This is an optimization exercise on Yosys and OpenROAD, whose aim is small area, not a production implementation.
At most, simulation tests tie the RTL to the original design; equivalence was not proved.
For run 4, only the layout was checked, not whether the RTL still works.
Power is estimated from default activity; no workload was simulated.

File: config.mk
export PLATFORM = sky130hd
export DESIGN_NAME = top_mem_ctrl
export DESIGN_NICKNAME = top_mem_ctrl
export VERILOG_FILES = /design/flow/design.v
export SDC_FILE = /design/flow/constraint.sdc
export NUM_CORES = 4
export LEC_CHECK = 0
export CAP_MARGIN = 20
export CORE_MARGIN = 2
export CORE_UTILIZATION = 70
export CTS_BUF_LIST = sky130_fd_sc_hd__clkbuf_8
export CTS_CLUSTER_DIAMETER = 60
export CTS_CLUSTER_SIZE = 20
export SLEW_MARGIN = 20
File: constraint.sdc
create_clock -name core_clock -period 10.0 [get_ports {HCLK}]
set_input_delay 2.0000 -clock core_clock [delete_from_list [all_inputs] [get_ports {HCLK}]]
set_output_delay 2.0000 -clock core_clock [all_outputs]
set_load 0.01 [all_outputs]
File: design.v
module top_mem_ctrl
  (
    input wire HCLK,
    input wire HRESETn,
    input wire [31:0] HADDR,
    input wire [2:0] HBURST,
    input wire [3:0] HPROT,
    input wire [2:0] HSIZE,
    input wire [1:0] HTRANS,
    input wire [31:0] HWDATA,
    input wire HWRITE,
    input wire HREADYIN,
    input wire HSEL,
    output wire [31:0] HRDATA,
    output wire HRESP,
    output wire HREADYOUT,
    input wire [31:0] MEM_RDATA,
    output wire [31:0] MEM_WDATA,
    output wire [11:0] MEM_ADDR,
    output wire [1:0] MEM_BA,
    output wire MEM_CKE,
    output wire MEM_CSn,
    output wire MEM_RASn,
    output wire MEM_CASn,
    output wire MEM_WEn,
    output wire [3:0] MEM_DQM
  );
  localparam [3:0]
    S_IW0   = 4'd0,    
    S_IW1   = 4'd2,    
    S_IW2   = 4'd1,    
    S_PCR   = 4'd3,    
    S_IW4   = 4'd4,    
    S_IAR2  = 4'd5,    
    S_IW5   = 4'd6,    
    S_MODE  = 4'd7,    
    S_IDLE  = 4'd14,   
    S_RF    = 4'd9,    
    S_CHECK = 4'd10,   
    S_RELAY = 4'd8,    
    S_PREP  = 4'd12,   
    S_BURST = 4'd13,   
    S_RPRE  = 4'd11,   
    S_W     = 4'd15;   
  reg [3:0]   state;
  reg [3:0]   next_state;
  reg [11:0]  cnt;           
  reg         busyn;         
  reg         next_busyn;
  reg         valid;         
  reg [11:0]  line_a;        
  reg [255:0] line_d;        
  reg [2:0]   ptr;           
  wire enable = HSEL & HREADYIN;
  wire [3:0] diff_b = {1'b0, HADDR[2:0]} - {1'b0, line_a[2:0]};
  wire [2:0] diff = diff_b[2:0];
  wire       b = diff_b[3];
  wire [8:0] hx = HADDR[11:3];
  wire [8:0] hy = ~line_a[11:3];
  wire [9:0] hc = {hx | hy, ~b};
  wire hit = (&((hx ^ hy) ~^ hc[8:0])) & hc[9];
  wire lfsr_fb = ~(cnt[11] ^ cnt[10] ^ cnt[7] ^ cnt[5]);
  wire ro_3    = cnt[2];                                                    
  wire ro_750  = cnt[0] & ~cnt[1] & ~cnt[3] & cnt[5] & ~cnt[8] & cnt[9] & ~cnt[10];   
  wire ro_init = ~cnt[0] & ~cnt[2] & ~cnt[4] & ~cnt[5] & cnt[6] & ~cnt[7] & ~cnt[8]
               & cnt[9] & cnt[10];                                        
  wire step0   = ~cnt[0];                  
  wire step1   = cnt[0] & ~cnt[1];         
  reg step;
  reg ras, cas, we, cke, addr_sel, mode;
  always @* begin
    next_state = state;
    next_busyn = 1'b0;
    step = 1'b0;
    ras = 1'b1; cas = 1'b1; we = 1'b1; cke = 1'b1;
    addr_sel = 1'b0; mode = 1'b0;
    case (state)
      S_IW0:   begin cke = 1'b0; step = 1'b1;
                     if (ro_init) next_state = S_IW1; end
      S_IW1:   next_state = S_IW2;
      S_IW2:   begin step = ~ro_init;
                     if (ro_init) next_state = S_PCR; end
      S_PCR:   begin
                 step = ~cnt[1];
                 if (step0) begin ras = 1'b0; we = 1'b0; end             
                 if (cnt[1]) begin ras = 1'b0; cas = 1'b0;               
                                   next_state = S_IW4; end
               end
      S_IW4:   begin step = 1'b1;
                     if (ro_3) next_state = S_IAR2; end
      S_IAR2:  begin ras = 1'b0; cas = 1'b0; next_state = S_IW5; end
      S_IW5:   begin step = ~ro_3;
                     if (ro_3) next_state = S_MODE; end
      S_MODE:  begin
                 step = ~cnt[1];
                 if (step0) begin ras = 1'b0; cas = 1'b0; we = 1'b0;     
                                  mode = 1'b1; end
                 if (cnt[1]) next_state = S_IDLE;                        
               end
      S_IDLE: begin
        if (ro_750) begin
          ras = 1'b0; cas = 1'b0;
          next_state = S_RF;
        end else if (enable) begin
          next_state = HWRITE ? S_W : S_CHECK;
        end else begin
          next_busyn = 1'b1;
          step = 1'b1;
        end
      end
      S_RF:    begin
                 step = ~cnt[3];
                 if (step0) begin ras = 1'b0; we = 1'b0; end             
                 if (step1) begin ras = 1'b0; cas = 1'b0; end            
                 if (cnt[3]) next_state = S_IDLE;                        
               end
      S_CHECK: begin next_busyn = hit;
                     next_state = hit ? S_RELAY : S_PREP; end
      S_RELAY: begin next_busyn = 1'b1; next_state = S_IDLE; end
      S_PREP:  begin
                 step = step0; addr_sel = 1'b1;
                 if (step0) ras = 1'b0;                                  
                 else begin cas = 1'b0; next_state = S_BURST; end       
               end
      S_BURST: begin addr_sel = la_load; we = (ptr != 3'd1);
                     if (ptr == 3'd1) next_state = S_RPRE; end
      S_RPRE:  begin ras = 1'b0; we = 1'b0; next_busyn = 1'b1;
                     next_state = S_RELAY; end
      S_W:     begin
                 step = ~cnt[2];
                 addr_sel = ~cnt[1];                                     
                 we = step0;                                             
                 cas = ~step1;                                           
                 ras = ~(step0 | cnt[2]);                                
                 next_busyn = cnt[1];                                    
                 if (cnt[2]) next_state = S_IDLE;                        
               end
      default: ;
    endcase
  end
  always @(posedge HCLK or negedge HRESETn) begin
    if (!HRESETn) begin
      state <= S_IW0;
      busyn <= 1'b0;
      cnt   <= 12'd0;
    end else begin
      state <= next_state;
      busyn <= next_busyn;
      cnt   <= step ? {cnt[10:0], lfsr_fb} : 12'd0;
    end
  end
  reg la_load, la_keep;
  wire la_load_next = (state == S_PREP) && !step0;
  always @(posedge HCLK) begin
    la_load <= la_load_next;
    la_keep <= !la_load_next && (next_state != S_IW0);
  end
  always @(posedge HCLK) begin
    valid  <= la_load | (la_keep & valid);
    line_a <= ({12{la_load}} & HADDR[11:0]) | ({12{la_keep}} & line_a);
  end
  reg fill_q, keep_q;
  wire fill_next = (next_state == S_BURST);
  always @(posedge HCLK) begin
    fill_q <= fill_next;
    keep_q <= ~fill_next;
  end
  wire [31:0] word7_in = ({32{fill_q}} & MEM_RDATA) | ({32{keep_q}} & line_d[31:0]);
  always @(posedge HCLK)
    line_d <= {word7_in, line_d[255:32]};
  always @(posedge HCLK)
    ptr <= (state == S_PREP && !step0) ? 3'd0 : ptr - 3'd1;
  reg [2:0] pos_q;
  wire [2:0] rel_off = (state == S_CHECK) ? diff[2:0] : 3'd0;
  always @(posedge HCLK)
    pos_q <= ptr - 3'd1 + rel_off;
  wire relay_q = (state == S_RELAY) & valid;
  wire [7:0] sel_q = {8{relay_q}} & (8'd1 << pos_q);
  reg [31:0] rdata;
  integer k;
  always @* begin
    rdata = 32'd0;
    for (k = 0; k < 8; k = k + 1)
      rdata = rdata | ({32{sel_q[k]}} & line_d[k*32 +: 32]);
  end
  assign HRDATA    = rdata;
  assign HRESP     = 1'b0;
  assign HREADYOUT = busyn;
  assign MEM_WDATA = HWDATA;
  assign MEM_BA    = HADDR[13:12];
  assign MEM_ADDR  = mode ? 12'h213 : (addr_sel ? HADDR[11:0] : 12'd0);
  assign MEM_CKE   = cke;
  assign MEM_CSn   = 1'b0;
  assign MEM_RASn  = ras;
  assign MEM_CASn  = cas;
  assign MEM_WEn   = we;
  assign MEM_DQM   = 4'b1111;
endmodule
File: flow/run.sh
#!/bin/bash
# Standard ORFS layout (the standard.sh) with these changes:
#  - synthesis maps logic with an area-oriented ABC script (flow/abc_area.script)
#    instead of ORFS's speed script, and leaves adders to ABC instead of
#    mapping them to half/full adder cells first (ADDER_MAP_FILE empty);
#    everything else in synthesis, including flip-flop mapping, is the
#    standard synthesis script, run unchanged
#  - ports are buffered with the smallest buffer (buf_1); every port still
#    gets its buffer
#  - clock tree synthesis uses clkbuf_8 (clkbuf_4 at the root) and inserts
#    no dummy loads
#  - the constant outputs keep synthesis's two tie cells (one tie-high and
#    one tie-low) instead of getting one tie cell each
# Each tool's log stays in orfs/logs; make's own output goes to
# standard_flow.log in the work folder.
set -euo pipefail
W=$(pwd)
orig=$(grep -o 'SYNTH_SCRIPT=[^ ]*' standard.sh | head -1 | cut -d= -f2)
cat > "$W/my_synth.tcl" <<EOT
proc abc {args} {
  set i [lsearch -exact \$args -script]
  if {\$i >= 0} { set args [lreplace \$args \$i [expr {\$i+1}] -script $W/flow/abc_area.script] }
  yosys abc {*}\$args
}
source $orig
EOT
sed "s#SYNTH_SCRIPT=[^ ]*#SYNTH_SCRIPT=$W/my_synth.tcl ADDER_MAP_FILE=#" standard.sh > my_standard.sh
export SKIP_REPAIR_TIE_FANOUT=1
export BUFFER_PORTS_ARGS="-buffer_cell sky130_fd_sc_hd__buf_1"
export CTS_ARGS="-sink_clustering_enable -repair_clock_nets -dont_use_dummy_load -sink_clustering_size 20 -sink_clustering_max_diameter 60 -buf_list sky130_fd_sc_hd__clkbuf_8 -root_buf sky130_fd_sc_hd__clkbuf_4"
bash my_standard.sh finish > standard_flow.log 2>&1
File: flow/abc_area.script
strash
dch -f
amap
&get -n
&st
&dch -f
&nf -R 1000
&put
&get -n
&st
&dch -f
&nf -R 1000
&put
topo
stime -c
File: standard.sh
#!/bin/bash
# synth_recipe.tcl (not shown) runs the flow's synth.tcl, then flattens the netlist and writes it again
# the make line also repeats each setting of config.mk as NAME=value (left out here)
make -C /OpenROAD-flow-scripts/flow DESIGN_CONFIG=/design/flow/config.mk WORK_HOME=/design/flow/orfs CLKGATE_MAP_FILE= SYNTH_SCRIPT=/design/flow/synth_recipe.tcl "${@:-finish}"
==> results.tsv, run 1 <==
metric	value	unit
outcome	timing/DRC/antenna clean	
vias post-DR	6088	
Post-synth ARST share	0.0574	
Tightest Pin Transition	1.01	ns
H-tree depth	1	
Synth Register Bits	296	
fin crit share	0.587	
vias in the first global route	5978	
first-pass iteration count of the detailed router	5	
crit-path cells	nor2_1 > nand2_1 > nor2_1 > nand3b_1 > nor3_2 > buf_4 > a222oi_1 > nand3_1 > buf_1	
Final ANT Viol Nets	0	
Top Usage Layer GRT	met2	
Non-Filler Instances	967	
Final setup viols	0	
area of the multi-input gates	0.00260	mm^2
Synth area leader	dfxtp_1	
P_int	2.13	mW
Total Routed Length	19.8	mm
Post-Synthesis Cell Area	0.00888	mm^2
register area	0.00601	mm^2
P per Cell Area	328	mW/mm^2
Post-synth EDFFs	0	
initial DRC count	724	
Worst Setup Slack post-DPL	4.84	ns
Max Cap Viol	0	
drt wl/cell	20.4	um
cell count after synthesis	716	
Crit Path Max Fanout	23	
Worst-Skew Late Latency	0.59	ns
ant diodes	0	
share of the synthesized area in the top cell type	0.629	
layout net count	910	
port buffer count	97	
GR Util All Layers	0.283	
met2 usage	0.480	
Clock Path Buffers	3	
boundary pin count	202	
fill cell count	848	
critical path's slowest cell	nor3_2	
Core Rows	41	
CTS tree	built	
Worst Setup Start Kind	flop	
hold buffer count at CTS	0	
slowest stage delay, CP	0.70	ns
CTS Buf Count	18	
combinational share of power	0.176	
share of layout cells above drive strength 1	0.0377	
core box area	0.0125	mm^2
min Tclk post-route	5.87	ns
Net Switching	0.983	mW
hold_ws	0.344	ns
largest net degree at the start of global routing	33	
fmax	170	MHz
Worst-path clk slew	0.11	ns
met1 usage	0.379	
Slew Limit Fails	0	
Buf+Inv Stages, Crit Path	2	
global route overflow	0	
final hold vios	0	
sequential power share	0.672	
sw frac	0.316	
post-CTS sizing	0	
synth top area cells	dfxtp_1 63%, a222oi_1 6.4%, dfrtp_1 4.8%, a22o_1 4.6%, buf_4 3.4%	
Pwr Total	3.11	mW
ys flop type	dfxtp_1	
Placed Cells	949	
vias per std cell	6.30	
critical path class	flop to primary output	
most frequent cell after synthesis	dfxtp_1	
GR Layer Usage met3	0.0529	
sequential fraction of the synthesis area	0.677	
Crit path max-delay family	simple AND/OR/NAND/NOR gates	
area added between synthesis and finish	6.68	%
proportion of power drawn by the clock network	0.152	
Ys Warns	1	
Residual DRC	0	
height of the die	117	um
clk sinks	296	
Cell variety after synth	37	
Starting Density	0.709	
post-route setup slack	4.13	ns
most used cell, CP	nor2_1	
Worst Skew	0.0353	ns
Commonest cells post-synth	279 x dfxtp_1, 57 x a222oi_1, 47 x a22o_1, 40 x buf_4, 35 x nand3_1	
initial antenna violation count	0	
setup TNS	0	ns
Slew Limit Headroom	0.323	
die width	117	um
die area	0.0136	mm^2
clk root buf	clkbuf_4	
post-CTS setup buffers	0	
leakage power total	3.68	nW
RSZ-0062 raised after global routing	false	
Critical Path Sink Type	primary output	
worst endpoint required time	8.00	ns
Final GP Congestion	0.878	
HP Class	flop to flop	
WP data arrival	3.87	ns
synthesized area per cell	12.4	um^2
VDD IR max	0.161	mV
first-pass GRT wire length	30.5	mm
post-DP HPWL	12.3	mm
state kept, by name, summed over array words and instances, names as in the netlist:
register  count
line_d      256
cnt          12
line_a       12
state         4
pos_q         3
ptr           3
busyn         1
fill_q        1
keep_q        1
la_keep       1
la_load       1
valid         1
cell type report:
cell class,instances,share of cell area
tap,172,0.0227
sequential,296,0.635
clock buffer,18,0.0242
multi-input combinational,374,0.275
inverter,6,0.00238
timing repair buffer,101,0.0416
power by group through the flow:
stage          clock network [mW]  logic (mW)  registers (mW)
2_1_floorplan                   0       0.396            1.99
3_3_place_gp                    0       0.531            2.05
3_5_place_dp                    0       0.540            2.10
4_1_cts                     0.478       0.545            2.08
5_1_grt                     0.525       0.605            2.15
6_report                    0.474       0.546            2.09
final timing paths:
check	start	to	slack [ns]	cells after the start
min reg2reg	line_d[66]	line_d[34]	0.34	0
max in group asynchronous	HRESETn	cnt[9]	7.91	1
max reg2reg	state[3]	cnt[0]	7.40	7
min in group asynchronous	HRESETn	state[2]	1.50	1
min	line_d[66]	line_d[34]	0.34	0
max	state[0]	HRDATA[15]	4.13	9
routing by layer:
| layer | wire length [um] | vias to the layer above |
|---|---|---|
| met5 | 0 | - |
| met4 | 308 | 0 |
| met3 | 1350 | 34 |
| met2 | 9720 | 243 |
| met1 | 8370 | 2989 |
| li1 | - | 2822 |
placed cells by master (no fill, tap or decap), types with 2 or more instances in the layout:
master | netlist | routed
a211oi_1 | 2 | 2
a21o_1 | 7 | 7
a21oi_1 | 10 | 10
a221oi_1 | 4 | 4
a222oi_1 | 57 | 57
a22o_1 | 47 | 47
a22oi_1 | 33 | 33
a31oi_1 | 3 | 3
and2_0 | 22 | 22
and3_1 | 2 | 2
buf_1 | 0 | 97
buf_4 | 40 | 4
clkbuf_4 | 0 | 3
clkbuf_8 | 0 | 15
clkinv_1 | 6 | 6
conb_1 | 2 | 2
dfrtp_1 | 17 | 17
dfxtp_1 | 279 | 279
nand2_1 | 34 | 34
nand2b_1 | 11 | 11
nand3_1 | 35 | 35
nand4_1 | 8 | 8
nor2_1 | 31 | 25
nor2_4 | 0 | 6
nor2b_1 | 4 | 4
nor3_1 | 10 | 8
nor3_2 | 0 | 2
nor4_1 | 5 | 5
o211ai_1 | 2 | 2
o21ai_0 | 15 | 14
or3_1 | 2 | 2
xnor2_1 | 15 | 15
xor2_1 | 4 | 4
worst register-to-register path: stages (launching register included):
cell,delay (ns)
dfrtp_1,0.63
and2_0,0.34
nand3_1,0.29
nand2_1,0.13
o211ai_1,0.11
a32oi_1,0.65
o21ai_0,0.21
a21oi_1,0.16
cell families (layout without fill, tap and decap cells):
kind of cell               Yosys count  count (layout)  synth area share
DFF                                296             296             0.677
and+or+nand+nor                    167             167            0.0936
buffers and inverters               46             125            0.0364
AOI/OAI and AO/OA                  185             185             0.172
adders and majority gates            1               1           0.00113
xor gates and xnor gates            19              19            0.0187
other                                2               2          0.000846
metrics by stage:
stage,area (um^2),utilization
finish,9470,0.757
global route,9470,0.757
CTS,9470,0.757
detailed placement,9240,0.739
global placement,9240,0.739
floorplan,8880,-
==> inputs of run 2 (changes only) <==
--- a/design.v
+++ b/design.v
@@ -123,6 +123,6 @@
                  else begin cas = 1'b0; next_state = S_BURST; end       
                end
-      S_BURST: begin addr_sel = la_load; we = (ptr != 3'd1);
-                     if (ptr == 3'd1) next_state = S_RPRE; end
+      S_BURST: begin addr_sel = la_load; we = (ptr != 3'd0);
+                     if (ptr == 3'd0) next_state = S_RPRE; end
       S_RPRE:  begin ras = 1'b0; we = 1'b0; next_busyn = 1'b1;
                      next_state = S_RELAY; end
@@ -170,9 +170,9 @@
     line_d <= {word7_in, line_d[255:32]};
   always @(posedge HCLK)
-    ptr <= (state == S_PREP && !step0) ? 3'd0 : ptr - 3'd1;
+    ptr <= (state == S_PREP && !step0) ? 3'd7 : ptr - 3'd1;
   reg [2:0] pos_q;
   wire [2:0] rel_off = (state == S_CHECK) ? diff[2:0] : 3'd0;
   always @(posedge HCLK)
-    pos_q <= ptr - 3'd1 + rel_off;
+    pos_q <= ptr + rel_off;
   wire relay_q = (state == S_RELAY) & valid;
   wire [7:0] sel_q = {8{relay_q}} & (8'd1 << pos_q);
==> run 2 against run 1 <==
Combinational power decreased by 23%. Final cell count decreased by 0.93%. Count of clock-buffer cells in the layout increased by 1. Power decreased by 11%. Wire length decreased by 1.3%. Synthesized area decreased by 0.20%. Sequential power decreased by 11%. Non-clock buffer count unchanged. Critical path depth decreased by 1. Critical path type unchanged.
==> results.tsv, run 2 <==
metric	value	unit	change
fin area	0.00947	mm^2	about the same
boundary pin count	202		unchanged
Pwr Total	2.77	mW	-11%
clk sinks	296		unchanged
core box area	0.0125	mm^2	-0.41%
post-DP HPWL	12.1	mm	-1.7%
first-pass GRT wire length	30.0	mm	-1.6%
CTS tree	built		
Cell variety after synth	46		+24%
die area	0.0136	mm^2	-0.19%
min Tclk post-route	5.93	ns	+0.0609 ns
Ys Warns	1		unchanged
sequential fraction of the synthesis area	0.678		+0.00134
CTS Buf Count	19		+1
fin crit share	0.593		+0.00609
Commonest cells post-synth	279 x dfxtp_1, 59 x a222oi_1, 45 x a22o_1, 40 x buf_4, 36 x nand3_1		
worst endpoint required time	8.00	ns	about the same
ys flop type	dfxtp_1		
flop2flop setup slack	7.17	ns	-0.23 ns
VDD IR max	0.176	mV	+9.5%
Final setup viols	0		unchanged
Residual DRC	0		unchanged
RSZ-0062 raised after global routing	false		
Crit Path Max Fanout	26		+13%
Synth Register Bits	296		unchanged
reg2reg end	la_keep		
RR Startpoint	line_a[6]		
Post-DP Area	0.00923	mm^2	-0.19%
Post-synth EDFFs	0		unchanged
initial DRC count	662		-8.6%
most frequent cell after synthesis	dfxtp_1		
Worst setup startpoint	state[3]		
clk root buf	clkbuf_4		
Post-synth ARST share	0.0574		unchanged
fill cell count	853		+0.59%
Max Cap Viol	0		unchanged
Critical Path Sink Type	primary output		
port buffer count	97		unchanged
post-CTS setup buffers	0		unchanged
final hold vios	0		unchanged
Core Rows	41		unchanged
Largest register FFs	256		unchanged
HP Class	flop to flop		
most frequent cells in the layout	279 x dfxtp_1, 97 x buf_1, 59 x a222oi_1, 45 x a22o_1, 36 x nand3_1		
critical path class	flop to primary output		
cell count after synthesis	705		-1.5%
layout net count	900		-1.1%
hold buffer count at CTS	0		unchanged
Worst-Skew Late Latency	0.65	ns	+0.06 ns
vias post-DR	6170		+1.3%
Synth area leader	dfxtp_1		
share of layout cells above drive strength 1	0.0395		+0.00175
leakage power total	3.62	nW	-1.6%
Starting Density	0.711		+0.00151
first-pass iteration count of the detailed router	9		+4
die width	117	um	about the same
vias in the first global route	5990		+0.20%
commonest non-fill, non-tap cell in the layout	dfxtp_1		
Post-Synthesis Cell Area	0.00886	mm^2	-0.20%
H-tree depth	1		unchanged
largest net degree at the start of global routing	33		unchanged
global route overflow	0		unchanged
Reg with most FFs	line_d		
Tightest Pin Transition	1.01	ns	-0.00616 ns
vias per std cell	6.44		+2.3%
worst-case reg-to-reg path depth	9		+2
fmax	169	MHz	-1.0%
post-CTS sizing	0		unchanged
Worst Skew	0.0602	ns	+0.0248 ns
Worst Setup Start Kind	flop		
outcome	timing/DRC/antenna clean		
Final ANT Viol Nets	0		unchanged
Worst-path clk slew	0.11	ns	about the same
Final GP Congestion	0.888		+1.1%
share of the synthesized area in the top cell type	0.630		+0.00124
largest registers	line_d x256, cnt x12, line_a x12		
drt wl/cell	20.3	um	-0.40%
GR Util All Layers	0.279		-0.00434
Clock Path Buffers	3		unchanged
Slew Limit Headroom	0.327		+0.00412
P per Cell Area	293	mW/mm^2	-11%
synthesized area per cell	12.6	um^2	+1.4%
worst setup path end	HRDATA[6]		
height of the die	117	um	about the same
synth top area cells	dfxtp_1 63%, a222oi_1 6.7%, dfrtp_1 4.8%, a22o_1 4.4%, buf_4 3.4%		
setup TNS	0	ns	unchanged
WP data arrival	3.93	ns	+0.06 ns
area added between synthesis and finish	6.88	%	
Non-Filler Instances	958		-0.93%
Placed Cells	938		-1.2%
Slew Limit Fails	0		unchanged
Total Routed Length	19.5	mm	-1.3%
initial antenna violation count	1		+1
[run 2: worst max-delay path, stage by stage (launching register included)]
cell and delay [ns]:
dfrtp_1 0.56, nand2b_1 0.20, nor3_1 0.57, nand3_1 0.42
nor3_2 0.57, buf_4 0.47, a222oi_1 0.15, nand3_1 0.14
buf_1 0.22
[run 2: per-layer routing]
metal | global-route usage | wire length [um] | up-vias
met5 | 0 | 0 | -
met4 | 0.0730 | 370 | 0
met3 | 0.0607 | 1510 | 45
met2 | 0.466 | 9570 | 283
met1 | 0.373 | 8030 | 3029
li1 | - | - | 2813
[run 2: cell type report]
| type | instances | area, um^2 | area share |
|---|---|---|---|
| clock buffers | 19 | 243 | 0.0256 |
| well taps | 172 | 215 | 0.0227 |
| repair buffers | 101 | 394 | 0.0416 |
| diodes | 1 | 2.50 | 0.000264 |
| multi-input cells | 358 | 2560 | 0.271 |
| inverters | 11 | 41.3 | 0.00436 |
| flip-flops and latches | 296 | 6010 | 0.635 |
[run 2: worst min-delay path by stage]
stage	startpoint	to	slack [ns]	cells past startpoint
6_report	line_d[48]	line_d[16]	0.30	0
5_1_grt	line_d[48]	line_d[16]	0.31	0
4_1_cts	line_d[48]	line_d[16]	0.30	0
3_5_place_dp	line_d[127]	line_d[95]	0.34	0
3_3_place_gp	line_d[242]	line_d[210]	0.33	0
2_1_floorplan	line_d[158]	line_d[126]	0.33	0
[run 2: logic make-up (layout without fill, tap and decap cells)]
group                      Yosys count  count (layout)  synth area share
xor gates and xnor gates            17              17            0.0168
DFF                                296             296             0.678
adders and majority gates            1               1           0.00113
buffers and inverters               51             131            0.0385
and+or+nand+nor                    146             146            0.0843
AOI/OAI and AO/OA                  192             192             0.180
other                                2               3          0.000847
[run 2: power by group]
group          internal (mW)  switching [mW]  leakage (nW)  total [mW]
clock network          0.157           0.325         0.129       0.483
logic                  0.173           0.247         0.984       0.420
registers               1.60           0.272          2.51        1.87
total                   1.93           0.844          3.62        2.77
[run 2: per-stage QoR]
step | hold WS, ns | utilization | setup WS, ns
final | 0.298 | 0.760 | 4.07
after global routing | 0.311 | 0.760 | 3.94
after CTS | 0.296 | 0.760 | 4.14
after detailed placement | 0.337 | 0.740 | 4.81
after global placement | 0.332 | 0.740 | 4.84
after floorplan | 0.330 | - | 4.63
==> inputs of run 3 (changes only) <==
--- a/design.v
+++ b/design.v
@@ -123,6 +123,6 @@
                  else begin cas = 1'b0; next_state = S_BURST; end       
                end
-      S_BURST: begin addr_sel = la_load; we = (ptr != 3'd0);
-                     if (ptr == 3'd0) next_state = S_RPRE; end
+      S_BURST: begin addr_sel = la_load; we = (ptr != 3'd1);
+                     if (ptr == 3'd1) next_state = S_RPRE; end
       S_RPRE:  begin ras = 1'b0; we = 1'b0; next_busyn = 1'b1;
                      next_state = S_RELAY; end
@@ -170,9 +170,9 @@
     line_d <= {word7_in, line_d[255:32]};
   always @(posedge HCLK)
-    ptr <= (state == S_PREP && !step0) ? 3'd7 : ptr - 3'd1;
+    ptr <= (state == S_PREP && !step0) ? 3'd0 : ptr - 3'd1;
   reg [2:0] pos_q;
   wire [2:0] rel_off = (state == S_CHECK) ? diff[2:0] : 3'd0;
   always @(posedge HCLK)
-    pos_q <= ptr + rel_off;
+    pos_q <= ptr - 3'd1 + rel_off;
   wire relay_q = (state == S_RELAY) & valid;
   wire [7:0] sel_q = {8{relay_q}} & (8'd1 << pos_q);
--- a/flow/run.sh
+++ b/flow/run.sh
@@ -8,6 +8,5 @@
 #  - ports are buffered with the smallest buffer (buf_1); every port still
 #    gets its buffer
-#  - clock tree synthesis uses clkbuf_8 (clkbuf_4 at the root) and inserts
-#    no dummy loads
+#  - clock tree synthesis uses clkbuf_8 and inserts no dummy loads
 #  - the constant outputs keep synthesis's two tie cells (one tie-high and
 #    one tie-low) instead of getting one tie cell each
@@ -28,4 +27,4 @@
 export SKIP_REPAIR_TIE_FANOUT=1
 export BUFFER_PORTS_ARGS="-buffer_cell sky130_fd_sc_hd__buf_1"
-export CTS_ARGS="-sink_clustering_enable -repair_clock_nets -dont_use_dummy_load -sink_clustering_size 20 -sink_clustering_max_diameter 60 -buf_list sky130_fd_sc_hd__clkbuf_8 -root_buf sky130_fd_sc_hd__clkbuf_4"
+export CTS_ARGS="-sink_clustering_enable -repair_clock_nets -dont_use_dummy_load -sink_clustering_size 20 -sink_clustering_max_diameter 60 -buf_list \"sky130_fd_sc_hd__clkbuf_4 sky130_fd_sc_hd__clkbuf_8\""
 bash my_standard.sh finish > standard_flow.log 2>&1
--- a/config.mk
+++ b/config.mk
@@ -8,6 +8,6 @@
 export CAP_MARGIN = 20
 export CORE_MARGIN = 2
-export CORE_UTILIZATION = 70
-export CTS_BUF_LIST = sky130_fd_sc_hd__clkbuf_8
+export CORE_UTILIZATION = 65
+export CTS_BUF_LIST = sky130_fd_sc_hd__clkbuf_4 sky130_fd_sc_hd__clkbuf_8
 export CTS_CLUSTER_DIAMETER = 60
 export CTS_CLUSTER_SIZE = 20
==> run 3 against run 2 <==
Still clean on timing, DRC and antenna. Sequential share of layout area is 0.26 points lower. Power is 13% higher. Fmax is 1.3% higher. Critical endpoint is now HRDATA[0]. Largest cell class unchanged.
==> results.tsv, run 3 <==
metric	value	unit	change
vias in the first global route	5931		-0.98%
drt wl/cell	19.9	um	-2.3%
global route overflow	0		unchanged
largest registers	line_d x256, cnt x12, line_a x12		
Final GP Congestion	0.880		-0.93%
Post-synth EDFFs	0		unchanged
final hold vios	0		unchanged
Largest register FFs	256		unchanged
Worst setup startpoint	state[1]		
synth top area cells	dfxtp_1 63%, a222oi_1 6.4%, dfrtp_1 4.8%, a22o_1 4.6%, buf_4 3.4%		
adder-cell area share of the yosys netlist	0.00113		-0.00000223
core box area	0.0133	mm^2	+6.7%
Tightest Pin Transition	1.01	ns	+0.00451 ns
most frequent cell after synthesis	dfxtp_1		
Synth Area in Compound Gates	0.172		-0.00768
largest net degree at the start of global routing	33		unchanged
reg2reg end	cnt[0]		
worst min-delay path startpoint	line_d[41]		
fill cell count	991		+16%
Placed Cells	953		+1.6%
area added between synthesis and finish	7.10	%	
die area	0.0146	mm^2	+7.6%
Slew Limit Headroom	0.324		-0.00301
ant diodes	0		-1
highest metal used	met4		
boundary pin count	202		unchanged
fin crit share	0.585		-0.00753
Worst Hold End	line_d[9]		
post-CTS sizing	0		unchanged
WP data arrival	3.85	ns	-0.08 ns
post-route setup slack	4.15	ns	+0.0753 ns
share of the synthesized area in the top cell type	0.629		-0.00124
Worst Setup Start Kind	flop		
Worst-path clk slew	0.11	ns	about the same
wl on met1	8.05	mm	+0.19%
hold_ws	0.289	ns	-0.00968 ns
setup TNS	0	ns	unchanged
CTS Buf Count	19		unchanged
Crit Path Max Fanout	23		-12%
Synth Register Bits	296		unchanged
worst-case reg-to-reg path depth	7		-2
outcome	timing/DRC/antenna clean		
leakage power total	3.69	nW	+2.0%
Non-Filler Instances	972		+1.5%
Commonest cells post-synth	279 x dfxtp_1, 57 x a222oi_1, 47 x a22o_1, 40 x buf_4, 35 x nand3_1		
Hold Path Cell Cnt	0		unchanged
Starting Density	0.668		-0.0430
Final ANT Viol Nets	0		unchanged
most frequent cells in the layout	279 x dfxtp_1, 97 x buf_1, 57 x a222oi_1, 47 x a22o_1, 35 x nand3_1		
vias post-DR	6089		-1.3%
first-pass iteration count of the detailed router	8		-1
CTS tree	built		
Total Routed Length	19.3	mm	-0.84%
RR Startpoint	state[3]		
HP Class	flop to flop		
Cell variety after synth	37		-20%
WL met3	1.59	mm	+4.9%
largest family of logic cells by synthesized area	compound AO/OA/AOI/OAI gates		
Post-DP Area	0.00925	mm^2	+0.24%
Worst-Skew Late Latency	0.52	ns	-0.13 ns
Final setup viols	0		unchanged
commonest non-fill, non-tap cell in the layout	dfxtp_1		
Post-synth ARST share	0.0574		unchanged
P per Cell Area	328	mW/mm^2	+12%
critical path class	flop to primary output		
VDD IR max	0.156	mV	-12%
Max Cap Viol	0		unchanged
Pwr Total	3.12	mW	+13%
hold buffer count at CTS	0		unchanged
fmax	171	MHz	+1.3%
synthesized area per cell	12.4	um^2	-1.3%
post-DP HPWL	11.8	mm	-2.7%
Worst Setup Slack post-DPL	4.77	ns	-0.0462 ns
min Tclk post-route	5.85	ns	-0.0753 ns
worst endpoint required time	8.00	ns	about the same
slowest stage delay, CP	0.74	ns	+0.17 ns
cell count after synthesis	716		+1.6%
layout net count	911		+1.2%
crit-path cells	nor2_1 > nand2_1 > nor2_1 > nand3_1 > nor3_2 > buf_4 > a222oi_1 > nand3_1 > buf_1		
Residual DRC	0		unchanged
initial DRC count	706		+6.6%
H-tree depth	1		unchanged
Clock Path Buffers	3		unchanged
clk root buf	clkbuf_8		
Reg with most FFs	line_d		
Core Rows	42		+2.4%
port buffer count	97		unchanged
share of layout cells above drive strength 1	0.0389		-0.000546
flop2flop setup slack	7.38	ns	+0.21 ns
ys flop type	dfxtp_1		
critical path's slowest cell	nor3_2		
final core occ	0.715		-0.0445
XOR/XNOR Fraction of Synth Area	0.0187		+0.00194
Post-Synthesis Cell Area	0.00888	mm^2	+0.20%
die width	121	um	+3.7%
initial antenna violation count	0		-1
RSZ-0062 raised after global routing	false		
Synth area leader	dfxtp_1		
sequential fraction of the synthesis area	0.677		-0.00134
first-pass GRT wire length	30.4	mm	+1.1%
vias per std cell	6.26		-2.7%
Worst Skew	0.0633	ns	+0.00309 ns
fin area	0.00951	mm^2	+0.41%
Slew Limit Fails	0		unchanged
post-synthesis simple-gate area fraction	0.0936		+0.00927
GR Util All Layers	0.259		-0.0204
Ys Warns	1		unchanged
post-CTS setup buffers	0		unchanged
multiplexer share of the synthesized area	0		unchanged
Critical Path Sink Type	primary output		
clk sinks	296		unchanged
height of the die	121	um	+3.7%
DR WL met2	9.26	mm	-3.3%
run 3: changes by cell type in the layout (fill, tap and decap cells not counted), moves of 4 or more:
cell,delta
clkinv_1,-5
nand2_1,+9
o21ai_0,+4
a21oi_1,-7
nor2_1,+8
run 3: critical path: cells and delay by family, from the launching register on:
kind / cells / cell delay [ns]
simple gates: 6 / 1.98
buf+inv: 2 / 0.67
compound gates: 1 / 0.18
flops: 1 / 0.51
run 3: kinds of logic (layout without fill, tap and decap cells):
family	count (synthesis)	count (layout)
AOI/OAI and AO/OA	185	185
xor gates and xnor gates	19	19
adders and majority gates	1	1
buffers and inverters	46	126
DFF	296	296
other	2	2
and+or+nand+nor	167	167
run 3: layout make-up:
class	instances	area, um^2	share of cell area
flip-flops and latches	296	6010	0.632
multi-input cells	374	2600	0.274
repair buffers	101	394	0.0414
clock buffers	19	262	0.0275
well taps	176	220	0.0232
inverters	6	22.5	0.00237
run 3: per-layer routing:
layer	track usage	vias up
li1	-	2822
met1	0.349	2941
met2	0.435	276
met3	0.0470	50
met4	0.0625	0
met5	0	-
run 3: report_power, final:
| part | total (mW) | switching [mW] | internal, mW |
|---|---|---|---|
| Combinational | 0.549 | 0.312 | 0.237 |
| Clock | 0.495 | 0.322 | 0.173 |
| Sequential | 2.08 | 0.335 | 1.74 |
| Total | 3.12 | 0.970 | 2.15 |
run 3: worst max-delay path by stage:
stage          cells past startpoint         end  slack, ns
6_report                           9   HRDATA[0]       4.15
5_1_grt                            9   HRDATA[0]       3.90
4_1_cts                            9   HRDATA[0]       4.23
3_5_place_dp                       9   HRDATA[0]       4.77
3_3_place_gp                       9   HRDATA[0]       4.82
2_1_floorplan                      7  HRDATA[26]       4.68
==> inputs of run 4 (changes only) <==
--- a/design.v
+++ b/design.v
@@ -28,6 +28,6 @@
   localparam [3:0]
     S_IW0   = 4'd0,    
-    S_IW1   = 4'd2,    
-    S_IW2   = 4'd1,    
+    S_IW1   = 4'd1,    
+    S_IW2   = 4'd2,    
     S_PCR   = 4'd3,    
     S_IW4   = 4'd4,    
@@ -35,11 +35,11 @@
     S_IW5   = 4'd6,    
     S_MODE  = 4'd7,    
-    S_IDLE  = 4'd14,   
+    S_IDLE  = 4'd8,    
     S_RF    = 4'd9,    
     S_CHECK = 4'd10,   
-    S_RELAY = 4'd8,    
+    S_RELAY = 4'd11,   
     S_PREP  = 4'd12,   
     S_BURST = 4'd13,   
-    S_RPRE  = 4'd11,   
+    S_RPRE  = 4'd14,   
     S_W     = 4'd15;   
   reg [3:0]   state;
@@ -67,4 +67,5 @@
   wire step0   = ~cnt[0];                  
   wire step1   = cnt[0] & ~cnt[1];         
+  wire first_beat = (state == S_BURST) && (ptr == 3'd0);    
   reg step;
   reg ras, cas, we, cke, addr_sel, mode;
@@ -123,5 +124,5 @@
                  else begin cas = 1'b0; next_state = S_BURST; end       
                end
-      S_BURST: begin addr_sel = la_load; we = (ptr != 3'd1);
+      S_BURST: begin addr_sel = (ptr == 3'd0); we = (ptr != 3'd1);
                      if (ptr == 3'd1) next_state = S_RPRE; end
       S_RPRE:  begin ras = 1'b0; we = 1'b0; next_busyn = 1'b1;
@@ -144,19 +145,15 @@
       busyn <= 1'b0;
       cnt   <= 12'd0;
+      valid <= 1'b0;
+      line_a <= 12'd0;
     end else begin
       state <= next_state;
       busyn <= next_busyn;
       cnt   <= step ? {cnt[10:0], lfsr_fb} : 12'd0;
+      if (first_beat) begin
+        valid  <= 1'b1;
+        line_a <= HADDR[11:0];
+      end
     end
-  end
-  reg la_load, la_keep;
-  wire la_load_next = (state == S_PREP) && !step0;
-  always @(posedge HCLK) begin
-    la_load <= la_load_next;
-    la_keep <= !la_load_next && (next_state != S_IW0);
-  end
-  always @(posedge HCLK) begin
-    valid  <= la_load | (la_keep & valid);
-    line_a <= ({12{la_load}} & HADDR[11:0]) | ({12{la_keep}} & line_a);
   end
   reg fill_q, keep_q;
--- a/flow/run.sh
+++ b/flow/run.sh
@@ -9,6 +9,4 @@
 #    gets its buffer
 #  - clock tree synthesis uses clkbuf_8 and inserts no dummy loads
-#  - the constant outputs keep synthesis's two tie cells (one tie-high and
-#    one tie-low) instead of getting one tie cell each
 # Each tool's log stays in orfs/logs; make's own output goes to
 # standard_flow.log in the work folder.
@@ -25,6 +23,5 @@
 EOT
 sed "s#SYNTH_SCRIPT=[^ ]*#SYNTH_SCRIPT=$W/my_synth.tcl ADDER_MAP_FILE=#" standard.sh > my_standard.sh
-export SKIP_REPAIR_TIE_FANOUT=1
 export BUFFER_PORTS_ARGS="-buffer_cell sky130_fd_sc_hd__buf_1"
-export CTS_ARGS="-sink_clustering_enable -repair_clock_nets -dont_use_dummy_load -sink_clustering_size 20 -sink_clustering_max_diameter 60 -buf_list \"sky130_fd_sc_hd__clkbuf_4 sky130_fd_sc_hd__clkbuf_8\""
+export CTS_ARGS="-sink_clustering_enable -repair_clock_nets -dont_use_dummy_load -sink_clustering_size 18 -sink_clustering_max_diameter 80 -buf_list sky130_fd_sc_hd__clkbuf_8"
 bash my_standard.sh finish > standard_flow.log 2>&1
--- a/config.mk
+++ b/config.mk
@@ -9,6 +9,6 @@
 export CORE_MARGIN = 2
 export CORE_UTILIZATION = 65
-export CTS_BUF_LIST = sky130_fd_sc_hd__clkbuf_4 sky130_fd_sc_hd__clkbuf_8
-export CTS_CLUSTER_DIAMETER = 60
-export CTS_CLUSTER_SIZE = 20
+export CTS_BUF_LIST = sky130_fd_sc_hd__clkbuf_8
+export CTS_CLUSTER_DIAMETER = 80
+export CTS_CLUSTER_SIZE = 18
 export SLEW_MARGIN = 20
==> run 4 against run 3 <==
Combinational power down 8.4%. Fmax increased by 6.7%. Critical path depth decreased by 1. Cell area up 1.2%. Setup slack improved by 0.37 ns. Global-route usage grew 0.67 points. Power fell by 2.1%. First-iteration DRC count down 9.5%. Sequential share of layout area fell by 0.52 points. Synthesized area grew 0.90%. Register-to-register slack lost 0.19 ns. Core utilization grew 0.61 points. Largest power group unchanged.
==> results.tsv, run 4 <==
metric	value	unit	change
first-pass GRT wire length	31.2	mm	+2.7%
Ys Warns	1		unchanged
Slew Limit Fails	0		unchanged
Crit path max-delay family	simple AND/OR/NAND/NOR gates		
area added between synthesis and finish	7.47	%	
multiplexer share of the synthesized area	0.0101		+0.0101
Worst-path clk slew	0.11	ns	about the same
vias in the first global route	6258		+5.5%
Starting Density	0.671		+0.00337
post-CTS sizing	0		unchanged
Synth Register Bits	294		-0.68%
setup TNS	0	ns	unchanged
Total Routed Length	19.8	mm	+2.5%
die area	0.0147	mm^2	+0.87%
cell count after synthesis	728		+1.7%
min Tclk post-route	5.48	ns	-0.370 ns
RSZ-0062 raised after global routing	false		
Final GP Congestion	0.840		-4.6%
core box area	0.0133	mm^2	+0.39%
Clock Path Buffers	3		unchanged
commonest non-fill, non-tap cell in the layout	dfxtp_1		
Slew Limit Headroom	0.318		-0.00634
CTS tree	built		
Max Cap Viol	0		unchanged
adder-cell area share of the yosys netlist	0.00223		+0.00111
largest family of logic cells by synthesized area	compound AO/OA/AOI/OAI gates		
most frequent cell after synthesis	dfxtp_1		
most frequent cells in the layout	264 x dfxtp_1, 97 x buf_1, 54 x a222oi_1, 45 x nand2_1		
boundary pin count	202		unchanged
Final setup viols	0		unchanged
GR Util All Layers	0.265		+0.00672
HP Class	flop to flop		
Post-synth ARST share	0.102		+0.0446
layout net count	929		+2.0%
Placed Cells	970		+1.8%
fmax	182	MHz	+6.7%
P per Cell Area	317	mW/mm^2	-3.3%
Buf+Inv Stages, Crit Path	1		-1
Final ANT Viol Nets	0		unchanged
Worst Skew	0.0428	ns	-0.0205 ns
ys flop type	dfxtp_1		
Non-Filler Instances	991		+2.0%
Tightest Pin Transition	1.02	ns	+0.00948 ns
Core Rows	42		unchanged
Worst-Skew Late Latency	0.51	ns	about the same
slowest stage delay, CP	0.88	ns	+0.14 ns
post-DP HPWL	12.1	mm	+2.4%
port buffer count	97		unchanged
VDD IR max	0.151	mV	-3.0%
leakage power total	3.73	nW	+1.0%
sequential fraction of the synthesis area	0.674		-0.00326
drt wl/cell	20.0	um	+0.51%
XOR/XNOR Fraction of Synth Area	0.0176		-0.00115
height of the die	121	um	+0.43%
Largest register FFs	256		unchanged
crit-path cells	nand2b_1 > nor2_1 > nand3b_1 > nor2_4 > a22o_1 > a221oi_1 > nand3_1 > buf_1		
vias post-DR	6201		+1.8%
Synth Area in Compound Gates	0.154		-0.0184
Cell variety after synth	43		+16%
critical path's slowest cell	nor2_4		
Reg with most FFs	line_d		
Worst Setup Start Kind	flop		
post-CTS setup buffers	0		unchanged
Post-Synthesis Cell Area	0.00896	mm^2	+0.90%
synthesized area per cell	12.3	um^2	-0.76%
first-pass iteration count of the detailed router	8		unchanged
initial antenna violation count	1		+1
largest net degree at the start of global routing	33		unchanged
synth top area cells	dfxtp_1 59%, dfrtp_1 8.4%, a222oi_1 6.0%, buf_4 3.4%, a22o_1 3.2%		
initial DRC count	639		-9.5%
fin crit share	0.548		-0.0370
share of the synthesized area in the top cell type	0.590		-0.0391
fill cell count	969		-2.2%
WP data arrival	3.48	ns	-0.37 ns
Post-synth EDFFs	0		unchanged
clk root buf	clkbuf_8		
Commonest cells post-synth	264 x dfxtp_1, 54 x a222oi_1, 45 x nand2_1, 40 x buf_4, 34 x nor2_1		
vias per std cell	6.26		-0.11%
die width	121	um	+0.43%
clk sinks	294		-0.68%
post-synthesis simple-gate area fraction	0.105		+0.0116
Critical Path Sink Type	primary output		
worst endpoint required time	8.00	ns	about the same
final hold vios	0		unchanged
global route overflow	0		unchanged
H-tree depth	1		unchanged
Crit Path Max Fanout	32		+39%
share of layout cells above drive strength 1	0.0405		+0.00160
Synth area leader	dfxtp_1		
largest registers	line_d x256, cnt x12, line_a x12		
Residual DRC	0		unchanged
outcome	timing/DRC/antenna clean		
critical path class	flop to primary output		
hold buffer count at CTS	0		unchanged
CTS Buf Count	20		+1
[run 4: changes by cell type after synthesis, moves of 4 or more]
cell / change
dfrtp_1: +13
dfxtp_1: -15
xnor2_1: -4
o21ai_0: -5
nand4_1: +12
mux2_1: +8
a22o_1: -14
nand3_1: -6
a21oi_1: +5
nand2_1: +11
[run 4: per-stage QoR]
| step | instance area, um^2 | power, mW | hold slack, ns | utilization | setup WS (ns) |
|---|---|---|---|---|---|
| after global routing | 9630 | 3.22 | 0.329 | 0.721 | 4.33 |
| after floorplan | 8970 | 2.32 | 0.330 | - | 4.79 |
| after CTS | 9630 | 3.06 | 0.322 | 0.721 | 4.55 |
| after global placement | 9350 | 2.50 | 0.332 | 0.701 | 5.12 |
| final | 9630 | 3.05 | 0.320 | 0.721 | 4.52 |
| after detailed placement | 9350 | 2.55 | 0.335 | 0.701 | 5.08 |
[run 4: area by class of cell]
cell class              count  area [um^2]  share of cell area
flip-flops and latches    294         6040               0.627
well taps                 176          220              0.0229
clock buffers              20          275              0.0286
multi-input cells         391         2670               0.277
diodes                      1         2.50            0.000260
repair buffers            102          402              0.0417
inverters                   7         26.3             0.00273
[run 4: worst register-to-register path, cell delays in order (launching register included)]
cell	delay [ns]
dfrtp_1	0.65
nor2b_1	0.33
and3_1	0.26
a21boi_0	0.34
nor4_1	0.10
o21ai_0	0.08
a21boi_1	0.60
o21ai_0	0.20
a21oi_1	0.17
[run 4: logic make-up after synthesis]
| family | Yosys count |
|---|---|
| flops | 294 |
| simple gates | 189 |
| compound gates | 168 |
| buf+inv | 47 |
| xor+xnor | 18 |
| mux | 8 |
| fa+ha+maj | 2 |
| other cells | 2 |
[run 4: path summary, 6_finish.rpt]
check | start | to | slack, ns | depth (start not counted)
max in group asynchronous | HRESETn | cnt[4] | 8.18 | 2
max reg2reg | state[3] | cnt[0] | 7.19 | 8
min reg2reg | line_d[149] | line_d[117] | 0.32 | 0
max | state[3] | HRDATA[2] | 4.52 | 8
min in group asynchronous | HRESETn | line_a[9] | 1.48 | 2
min | line_d[149] | line_d[117] | 0.32 | 0
[run 4: metal layers]
layer | vias up | track usage | share of wire
met5 | - | 0 | 0
met4 | 0 | 0.0654 | 0.012
met3 | 28 | 0.0583 | 0.087
met2 | 290 | 0.455 | 0.50
met1 | 3027 | 0.343 | 0.40
li1 | 2856 | - | -
[run 4: power breakdown]
| part | internal, mW | leakage [nW] | switching [mW] | total [mW] |
|---|---|---|---|---|
| sequential | 1.71 | 2.58 | 0.328 | 2.04 |
| combinational | 0.223 | 1.01 | 0.281 | 0.503 |
| clock | 0.181 | 0.144 | 0.329 | 0.511 |

afterwards: timing with drivers on the ports:
The flow's constraints put no driver on any port. The routed layouts listed below were extracted and timed again, unchanged, in two steps.
Step 1: set_driving_cell puts a clkbuf_16 on HCLK and a buf_2 on each other input, an assumption about the parent block.
Step 2 moves the port delays by t, midway between the first and last clock arrival at a register: inputs arrive t later, outputs are due t later. That takes back most of the time a late clock gives input paths.
Slacks: no drivers / after step 1 / after step 2; pairs: no drivers / after step 1.
| run | shift t [ns] | setup WS [ns] | hold slack, ns | worst setup path at the end | worst data-port slew with drivers (ns) |
|---|---|---|---|---|---|
| run 1 | 0.603 | 4.134 / 4.104 / 4.707 | 0.344 / 0.344 / 0.344 | register to output | 0.11 |
| run 2 | 0.629 | 4.073 / 4.047 / 4.676 | 0.298 / 0.298 / 0.298 | register to output | 0.08 |
| run 3 | 0.514 | 4.148 / 4.121 / 4.635 | 0.289 / 0.289 / 0.289 | register to output | 0.09 |
| run 4 | 0.526 | 4.518 / 4.483 / 5.008 | 0.320 / 0.320 / 0.320 | register to output | 0.07 |
After both steps every run listed still meets setup and hold.
